What follows belongs to an exercise in optimizing a design on an open flow for small area; a production flow would make more cautious choices.
In this exercise RTL edits were held to simulation tests only and were not proved equivalent to the original.

Setup of rev 12:
## filt_ppd
module filt_ppd (
  input  wire               i_rst_an,    
  input  wire               i_ena,       
  input  wire               i_clk,       
  input  wire signed [5:0]  i_data,      
  output wire signed [27:0] o_data,      
  output wire               o_sclk       
);
  localparam [25:0] c_k30 = 26'h2ea0000;
  localparam [25:0] c_k31 = 26'h1600000;
  reg  [4:0]  r_k;
  reg         r_sclk;
  reg  [25:0] r_acc_a;
  reg  [25:0] r_acc_b;
  wire [5:0] w_x = i_data & {6{i_ena}};
  wire [6:0] w_xe = {w_x, 1'b0};
  wire [2:0] w_one, w_two, w_neg, w_nneg;
  genvar i;
  generate
    for (i = 0; i < 3; i = i + 1) begin: g_booth
      assign w_one[i]  = w_xe[2*i+1] ^ w_xe[2*i];
      assign w_two[i]  = (w_xe[2*i+2] & ~w_xe[2*i+1] & ~w_xe[2*i]) |
                         (~w_xe[2*i+2] & w_xe[2*i+1] & w_xe[2*i]);
      assign w_neg[i]  = w_xe[2*i+2];
      assign w_nneg[i] = i_ena & ~w_xe[2*i+2];
    end
  endgenerate
  reg  [4:0] w_k_nxt;
  reg        w_first, w_last, w_rst_st;
  always @(*) begin
    w_k_nxt  = 5'd0;
    w_first  = 1'b0;    
    w_last   = 1'b0;    
    w_rst_st = 1'b0;    
    case (r_k)
  ...
clock: 25.0 ns
lec_check: 0
cap_margin: 20
core_margin: 2
core_utilization: 40
cts_buf_list: sky130_fd_sc_hd__clkbuf_4
cts_cluster_diameter: 100
cts_cluster_size: 30
slew_margin: 20
synth_hierarchical: 1
synth_minimum_keep_size: 0
run.sh (not shown) runs the stock make flow with config.mk's settings and CLKGATE_MAP_FILE= SYNTH_SCRIPT=/design/flow/synth_recipe.tcl, a recipe that flattens the netlist after the stock synthesis.
Here is what was changed in the inputs of rev 13 compared with rev 12.
==> flow/flow/run.sh (new file) <==
#!/bin/bash
# Own layout flow: the standard synthesis, then an area re-mapping of the
# combinational logic between the registers and adder cells (registers, full
# and half adders are kept as they are, with their names), then the standard flow's
# standard layout with smaller port buffers and a clock tree without dummy loads.
# Each tool's full output goes to a log file of its own in this folder.
set -euo pipefail
W=$(pwd)
export PLATFORM_LIB=$FLOW_HOME/platforms/$FLOW_PLATFORM/lib/sky130_fd_sc_hd__tt_025C_1v80.lib
R=$W/orfs/results/$FLOW_PLATFORM/filt_ppd/base
L=$W/orfs/logs/$FLOW_PLATFORM/filt_ppd/base

# 1. standard synthesis
bash standard.sh synth > $W/log_1_synth.log 2>&1

# 2. re-map the combinational logic for area
cp $R/1_2_yosys.v $W/synth_standard.v
DONT_USE=$(grep -o -- '-dont_use [^ ]*' $L/1_2_yosys.log | sort -u | tr '\n' ' ')
export REOPT_IN=$W/synth_standard.v
export REOPT_OUT=$W/synth_reopt.v
export REOPT_DONT_USE="$DONT_USE"
export REOPT_SCRIPT=$W/flow/abc_area.script
yosys -c $W/flow/reopt.tcl > $W/log_2_reopt.log 2>&1
cp $W/synth_reopt.v $R/1_2_yosys.v
rm -f $R/1_synth.odb $R/1_synth.sdc

# 3. layout
bash standard.sh finish \
  "BUFFER_PORTS_ARGS=-buffer_cell sky130_fd_sc_hd__buf_1" \
  "CTS_ARGS=-sink_clustering_enable -repair_clock_nets -dont_use_dummy_load -buf_list sky130_fd_sc_hd__clkbuf_8 -sink_clustering_size 64 -sink_clustering_max_diameter 400" \
  > $W/log_3_layout.log 2>&1
==> flow/flow/abc_area.script (new file) <==
strash
dch -f
amap
topo
==> flow/flow/reopt.tcl (new file) <==
# Re-map the combinational logic of the standard synthesis netlist for area.
# Registers, full and half adders stay as they are (blackboxes, same instance names).
yosys -import
set lib $::env(PLATFORM_LIB)
read_liberty -ignore_miss_func $lib
read_verilog $::env(REOPT_IN)
hierarchy -top $::env(FLOW_TOP)
setattr -mod -set blackbox 1 sky130_fd_sc_hd__fa_* sky130_fd_sc_hd__ha_* sky130_fd_sc_hd__df*
tee -o $::env(REOPT_OUT).before.stat stat -liberty $lib
flatten
yosys rename -hide w:*.*
hierarchy -top $::env(FLOW_TOP)
opt_clean -purge
abc -liberty $lib {*}$::env(REOPT_DONT_USE) -script $::env(REOPT_SCRIPT)
read_liberty -lib -ignore_redef $lib
setundef -zero
splitnets
opt_clean -purge
hilomap -singleton -hicell sky130_fd_sc_hd__conb_1 HI -locell sky130_fd_sc_hd__conb_1 LO
insbuf -buf sky130_fd_sc_hd__buf_1 A X
opt_clean -purge
check -assert
tee -o $::env(REOPT_OUT).after.stat stat -liberty $lib
write_verilog -noattr -nohex -nodec $::env(REOPT_OUT)
==> flow/standard.sh (new file) <==
#!/bin/bash
# synth_recipe.tcl (not shown) runs the flow's synth.tcl, then flattens the netlist and writes it again
# the make line also repeats each setting of config.mk as NAME=value (left out here)
make -C /OpenROAD-flow-scripts/flow DESIGN_CONFIG=/design/flow/config.mk WORK_HOME=/design/flow/orfs CLKGATE_MAP_FILE= SYNTH_SCRIPT=/design/flow/synth_recipe.tcl "${@:-finish}"
-- flow/config.mk --
<<< rev 12, line 9
export CORE_MARGIN = 2
export CORE_UTILIZATION = 40
export CTS_BUF_LIST = sky130_fd_sc_hd__clkbuf_4
export CTS_CLUSTER_DIAMETER = 100
export CTS_CLUSTER_SIZE = 30
export SLEW_MARGIN = 20
export SYNTH_HIERARCHICAL = 1
>>> rev 13, line 9
export CORE_MARGIN = 2
export CORE_UTILIZATION = 40
export SLEW_MARGIN = 20
export SYNTH_HIERARCHICAL = 1
removed: flow/run.sh
Findings:
- Going from rev 12 to rev 13, critical path depth +6.5%, post-synthesis to final-layout area growth +1.2 points, critical path required time -0.10 ns.
- Going from rev 12 to rev 13, wire length fell by 4.1%; total global routing track utilization shows an increase of 1.7 points; multi-input gate share of total cell area went down 1.6 points.
- Comparing rev 12 and rev 13, the higher y dimension of the die is on rev 12.
- Summary: global-route wire length before repair, rev 13 better than rev 12
- The pre-CTS setup slack in rev 13 sits 0.88 ns below the value recorded for rev 12.

========
Setup of job 101:
filt_ppd again, from the RTL that the note above started with.
## filt_ppd
module filt_ppd (
  input  wire               i_rst_an,    
  input  wire               i_ena,       
  input  wire               i_clk,       
  input  wire signed [5:0]  i_data,      
  output wire signed [27:0] o_data,      
  output wire               o_sclk       
);
==> flow/config.mk <==
export PLATFORM = sky130hd
export DESIGN_NAME = filt_ppd
export DESIGN_NICKNAME = filt_ppd
export VERILOG_FILES = /design/flow/design.v
export SDC_FILE = /design/flow/constraint.sdc
export NUM_CORES = 4
export LEC_CHECK = 0
export CAP_MARGIN = 20
export CORE_MARGIN = 2
export CORE_UTILIZATION = 40
export SLEW_MARGIN = 20
export SYNTH_HIERARCHICAL = 1
export SYNTH_MINIMUM_KEEP_SIZE = 0
==> flow/constraint.sdc <==
create_clock -name core_clock -period 25.0 [get_ports {i_clk}]
set_input_delay 5.0000 -clock core_clock [delete_from_list [all_inputs] [get_ports {i_clk}]]
set_output_delay 5.0000 -clock core_clock [all_outputs]
set_load 0.01 [all_outputs]
standard.sh (not shown) runs the stock make flow with config.mk's settings and CLKGATE_MAP_FILE= SYNTH_SCRIPT=/design/flow/synth_recipe.tcl, a recipe that flattens the netlist after the stock synthesis.
==> flow/flow/run.sh <==
#!/bin/bash
# Own layout flow: the standard synthesis, then an area re-mapping of the
# combinational logic between the registers and adder cells (registers, full
# and half adders are kept as they are, with their names), then the standard flow's
# standard layout with smaller port buffers and a clock tree without dummy loads.
# Each tool's full output goes to a log file of its own in this folder.
set -euo pipefail
W=$(pwd)
export PLATFORM_LIB=$FLOW_HOME/platforms/$FLOW_PLATFORM/lib/sky130_fd_sc_hd__tt_025C_1v80.lib
R=$W/orfs/results/$FLOW_PLATFORM/filt_ppd/base
L=$W/orfs/logs/$FLOW_PLATFORM/filt_ppd/base

# 1. standard synthesis
bash standard.sh synth > $W/log_1_synth.log 2>&1

# 2. re-map the combinational logic for area
cp $R/1_2_yosys.v $W/synth_standard.v
DONT_USE=$(grep -o -- '-dont_use [^ ]*' $L/1_2_yosys.log | sort -u | tr '\n' ' ')
export REOPT_IN=$W/synth_standard.v
export REOPT_OUT=$W/synth_reopt.v
export REOPT_DONT_USE="$DONT_USE"
export REOPT_SCRIPT=$W/flow/abc_area.script
yosys -c $W/flow/reopt.tcl > $W/log_2_reopt.log 2>&1
cp $W/synth_reopt.v $R/1_2_yosys.v
rm -f $R/1_synth.odb $R/1_synth.sdc

# 3. layout
bash standard.sh finish \
  "BUFFER_PORTS_ARGS=-buffer_cell sky130_fd_sc_hd__buf_1" \
  "CTS_ARGS=-sink_clustering_enable -repair_clock_nets -dont_use_dummy_load -buf_list sky130_fd_sc_hd__clkbuf_8 -sink_clustering_size 30 -sink_clustering_max_diameter 150" \
  > $W/log_3_layout.log 2>&1
==> flow/flow/abc_area.script <==
strash
dch -f
amap
topo
==> flow/flow/reopt.tcl <==
# Re-map the combinational logic of the standard synthesis netlist for area.
# Registers, full and half adders stay as they are (blackboxes, same instance names).
yosys -import
set lib $::env(PLATFORM_LIB)
read_liberty -ignore_miss_func $lib
read_verilog $::env(REOPT_IN)
hierarchy -top $::env(FLOW_TOP)
setattr -mod -set blackbox 1 sky130_fd_sc_hd__fa_* sky130_fd_sc_hd__ha_* sky130_fd_sc_hd__df*
tee -o $::env(REOPT_OUT).before.stat stat -liberty $lib
flatten
yosys rename -hide w:*.*
hierarchy -top $::env(FLOW_TOP)
opt_clean -purge
abc -liberty $lib {*}$::env(REOPT_DONT_USE) -script $::env(REOPT_SCRIPT)
read_liberty -lib -ignore_redef $lib
setundef -zero
splitnets
opt_clean -purge
hilomap -singleton -hicell sky130_fd_sc_hd__conb_1 HI -locell sky130_fd_sc_hd__conb_1 LO
insbuf -buf sky130_fd_sc_hd__buf_1 A X
opt_clean -purge
check -assert
tee -o $::env(REOPT_OUT).after.stat stat -liberty $lib
write_verilog -noattr -nohex -nodec $::env(REOPT_OUT)
Job 101 closes out successfully: all stages finished, all timing, DRC and antenna checks passed.
Modified inputs, job 102 compared to job 101
diff --git a/flow/flow/run.sh b/flow/flow/run.sh
--- a/flow/flow/run.sh
+++ b/flow/flow/run.sh
@@ -17,5 +17,6 @@
 cp $R/1_2_yosys.v $W/synth_standard.v
 DONT_USE=$(grep -o -- '-dont_use [^ ]*' $L/1_2_yosys.log | sort -u | tr '\n' ' ')
-export REOPT_IN=$W/synth_standard.v
+python3 $W/flow/prep.py $W/synth_standard.v $W/synth_prep.v > $W/log_2_prep.log 2>&1
+export REOPT_IN=$W/synth_prep.v
 export REOPT_OUT=$W/synth_reopt.v
 export REOPT_DONT_USE="$DONT_USE"
==> flow/flow/abc_area.script <==
strash
&get -n
&deepsyn -T 30
&put
dch -f
amap
topo
==> flow/flow/prep.py (new file) <==
#!/usr/bin/env python3
"""Turn adder cells of the standard synthesis netlist that have an unused output
into the plain gate they reduce to, so that the re-mapping can optimise them:
half adder without SUM -> and2, half adder without COUT -> xor2,
full adder without SUM -> maj3, full adder without COUT -> xor3.
Usage: prep.py IN.v OUT.v"""
import re, sys
from collections import Counter

src = open(sys.argv[1]).read()
inst_re = re.compile(r'(sky130_fd_sc_hd__(?:ha|fa)_\d)\s+(\S+)\s*\((.*?)\);', re.S)
pin_re = re.compile(r'\.(\w+)\(\s*([^()]*?)\s*\)')

# every net reference: pin connections, assigns and port declarations
refs = Counter(n for _, n in pin_re.findall(src))
for m in re.finditer(r'^\s*(?:output|assign)\b(.*?);', src, re.S | re.M):
    for tok in re.findall(r'\\\S+|[A-Za-z_][\w$]*(?:\s*\[\d+\])?', m.group(1)):
        refs[tok.strip()] += 1
outputs = set()
for m in re.finditer(r'^\s*output\b(.*?);', src, re.S | re.M):
    outputs.update(t.strip() for t in re.findall(r'\\\S+|[A-Za-z_][\w$]*', m.group(1)))

changed = Counter()
def repl(m):
    typ, name, body = m.groups()
    pins = dict(pin_re.findall(body))
    used = lambda p: p in pins and pins[p] != '' and (refs[pins[p]] > 1 or pins[p] in outputs)
    ins = [pins[p] for p in ('A', 'B', 'CIN') if p in pins]
    if 'ha_' in typ:
        if not used('SUM') and used('COUT'):
            new, out = 'sky130_fd_sc_hd__and2_1', pins['COUT']
        elif not used('COUT') and used('SUM'):
            new, out = 'sky130_fd_sc_hd__xor2_1', pins['SUM']
        else:
            return m.group(0)
        conn = [f".A({ins[0]} )", f".B({ins[1]} )", f".X({out} )"]
    else:
        if not used('SUM') and used('COUT'):
            new, out, o = 'sky130_fd_sc_hd__maj3_1', pins['COUT'], 'X'
        elif not used('COUT') and used('SUM'):
            new, out, o = 'sky130_fd_sc_hd__xor3_1', pins['SUM'], 'X'
        else:
            return m.group(0)
        conn = [f".A({ins[0]} )", f".B({ins[1]} )", f".C({ins[2]} )", f".{o}({out} )"]
    changed[new] += 1
    return f"{new} {name} (\n    " + ",\n    ".join(conn) + "\n  );"

out = inst_re.sub(repl, src)
open(sys.argv[2], 'w').write(out)
print("prep:", dict(changed))
Notes after the runs:
- Job 102 | status: complete | timing, DRC, antenna: pass
- Higher summed area of non-filler cells in the final layout among job 102 and job 101: job 101
- Going from job 101 to job 102, synthesized net count shrank by a few percent.
- Between job 101 and job 102, the flow reports number of cell instances on the worst register-to-register path decreasing by a few percent.
- Compared to job 101, the router laid down less metal wire for job 102.
- Note that the total of plain and repair buffers excluding clock buffers recorded for job 101 amounts to 0.906 times the value seen in job 102.
What job 103 does differently from job 102 at the input level:
diff --git a/flow/flow/run.sh b/flow/flow/run.sh
--- a/flow/flow/run.sh
+++ b/flow/flow/run.sh
@@ -17,6 +17,5 @@
 cp $R/1_2_yosys.v $W/synth_standard.v
 DONT_USE=$(grep -o -- '-dont_use [^ ]*' $L/1_2_yosys.log | sort -u | tr '\n' ' ')
-python3 $W/flow/prep.py $W/synth_standard.v $W/synth_prep.v > $W/log_2_prep.log 2>&1
-export REOPT_IN=$W/synth_prep.v
+export REOPT_IN=$W/synth_standard.v
 export REOPT_OUT=$W/synth_reopt.v
 export REOPT_DONT_USE="$DONT_USE"
removed: flow/flow/prep.py
- In job 103 the shortest clock period the worst path allows after layout turned out 0.55 ns higher than in job 102.
- Summary: with job 102 as the reference, number of stages on the worst setup path in job 103 moved down by a few percent.
- [compare] base=job 102 new=job 103: register fraction of the total cell area saw a decrease.
Changes in job 104 relative to job 103:
diff --git a/flow/flow/run.sh b/flow/flow/run.sh
--- a/flow/flow/run.sh
+++ b/flow/flow/run.sh
@@ -28,4 +28,4 @@
 bash standard.sh finish \
   "BUFFER_PORTS_ARGS=-buffer_cell sky130_fd_sc_hd__buf_1" \
-  "CTS_ARGS=-sink_clustering_enable -repair_clock_nets -dont_use_dummy_load -buf_list sky130_fd_sc_hd__clkbuf_8 -sink_clustering_size 30 -sink_clustering_max_diameter 150" \
+  "CTS_ARGS=-sink_clustering_enable -repair_clock_nets -dont_use_dummy_load -root_buf sky130_fd_sc_hd__clkbuf_8 -buf_list sky130_fd_sc_hd__clkbuf_4" \
   > $W/log_3_layout.log 2>&1
==> flow/flow/abc_area.script <==
strash
dch -f
amap
topo
### Flow results
Of the two candidates, job 103 has the better area after synthesis and job 104 the worse one. Of the two candidates, job 103 has the better setup slack of the critical path after layout and job 104 the worse one. Compared with job 103, job 104 ends up with more cell area. Job 103 → job 104: overall die height picked up an extra about 0.8%, wire length of the first global-routing pass went up 3.5%.
## Diff of input files: job 105 against job 104
==> flow/run.sh (new file) <==
#!/bin/bash
# synth_recipe.tcl (not shown) runs the flow's synth.tcl, then flattens the netlist and writes it again
# the make line also repeats each setting of config.mk as NAME=value (left out here)
make -C /OpenROAD-flow-scripts/flow DESIGN_CONFIG=/design/flow/config.mk WORK_HOME=/design/flow/orfs CLKGATE_MAP_FILE= SYNTH_SCRIPT=/design/flow/synth_recipe.tcl finish
removed: flow/flow/run.sh
removed: flow/flow/abc_area.script
removed: flow/flow/reopt.tcl
removed: flow/standard.sh
### Flow results
- Launch point of the critical path: i_ena -> job 104, i_data[0] -> job 105
- From job 104 to job 105 the numbers moved as follows: met2 track utilization from global routing up 0.98 points, detail-routed via count per cell down about 1.2%, global-route usage shows a reduction of 1.4 points.
- Job 104 and job 105 ended up with nearly the same data required time at the worst endpoint.
- In the final design statistics, job 105 uses fewer standard cells in total than job 104.
- From job 104 to job 105 the numbers moved as follows: final instance area climbed about 12%, final setup slack of the worst path went up.

-- re-timing with driven ports --
No port has a modelled driver above. Below, the same layouts with a new extraction and two added sets of constraints.
Step 1 sets driving cells, clkbuf_16 on the clock port and buf_2 on the other inputs (assumed; they add their load-dependent delay and slew).
Step 2 moves the port delays by t, midway between the first and last clock arrival at a register: inputs arrive t later, outputs are due t later. That takes back most of the time a late clock gives input paths.
Slacks: no drivers / after step 1 / after step 2; pairs: no drivers / after step 1.
run | t, ns | slack for setup (ns) | latest minus earliest clock arrival (ns) | cell pins on the clock port's net
rev 12 | 0.468 | 9.719 / 9.730 / 9.263 | 0.017 / 0.017 | 1
rev 13 | 0.395 | 8.678 / 8.691 / 8.297 | 0.017 / 0.017 | 1
job 101 | 0.395 | 8.678 / 8.691 / 8.297 | 0.017 / 0.017 | 1
job 102 | 0.389 | 9.672 / 9.682 / 9.293 | 0.022 / 0.021 | 1
job 103 | 0.408 | 9.123 / 9.139 / 8.731 | 0.017 / 0.018 | 1
job 104 | 0.395 | 8.678 / 8.691 / 8.297 | 0.017 / 0.017 | 1
job 105 | 0.385 | 9.630 / 9.648 / 9.263 | 0.005 / 0.004 | 1
After both steps every run listed still meets setup and hold. The setup slack of rev 12, which loses most, moves by +0.011 ns with the drivers and by -0.456 ns with both steps.
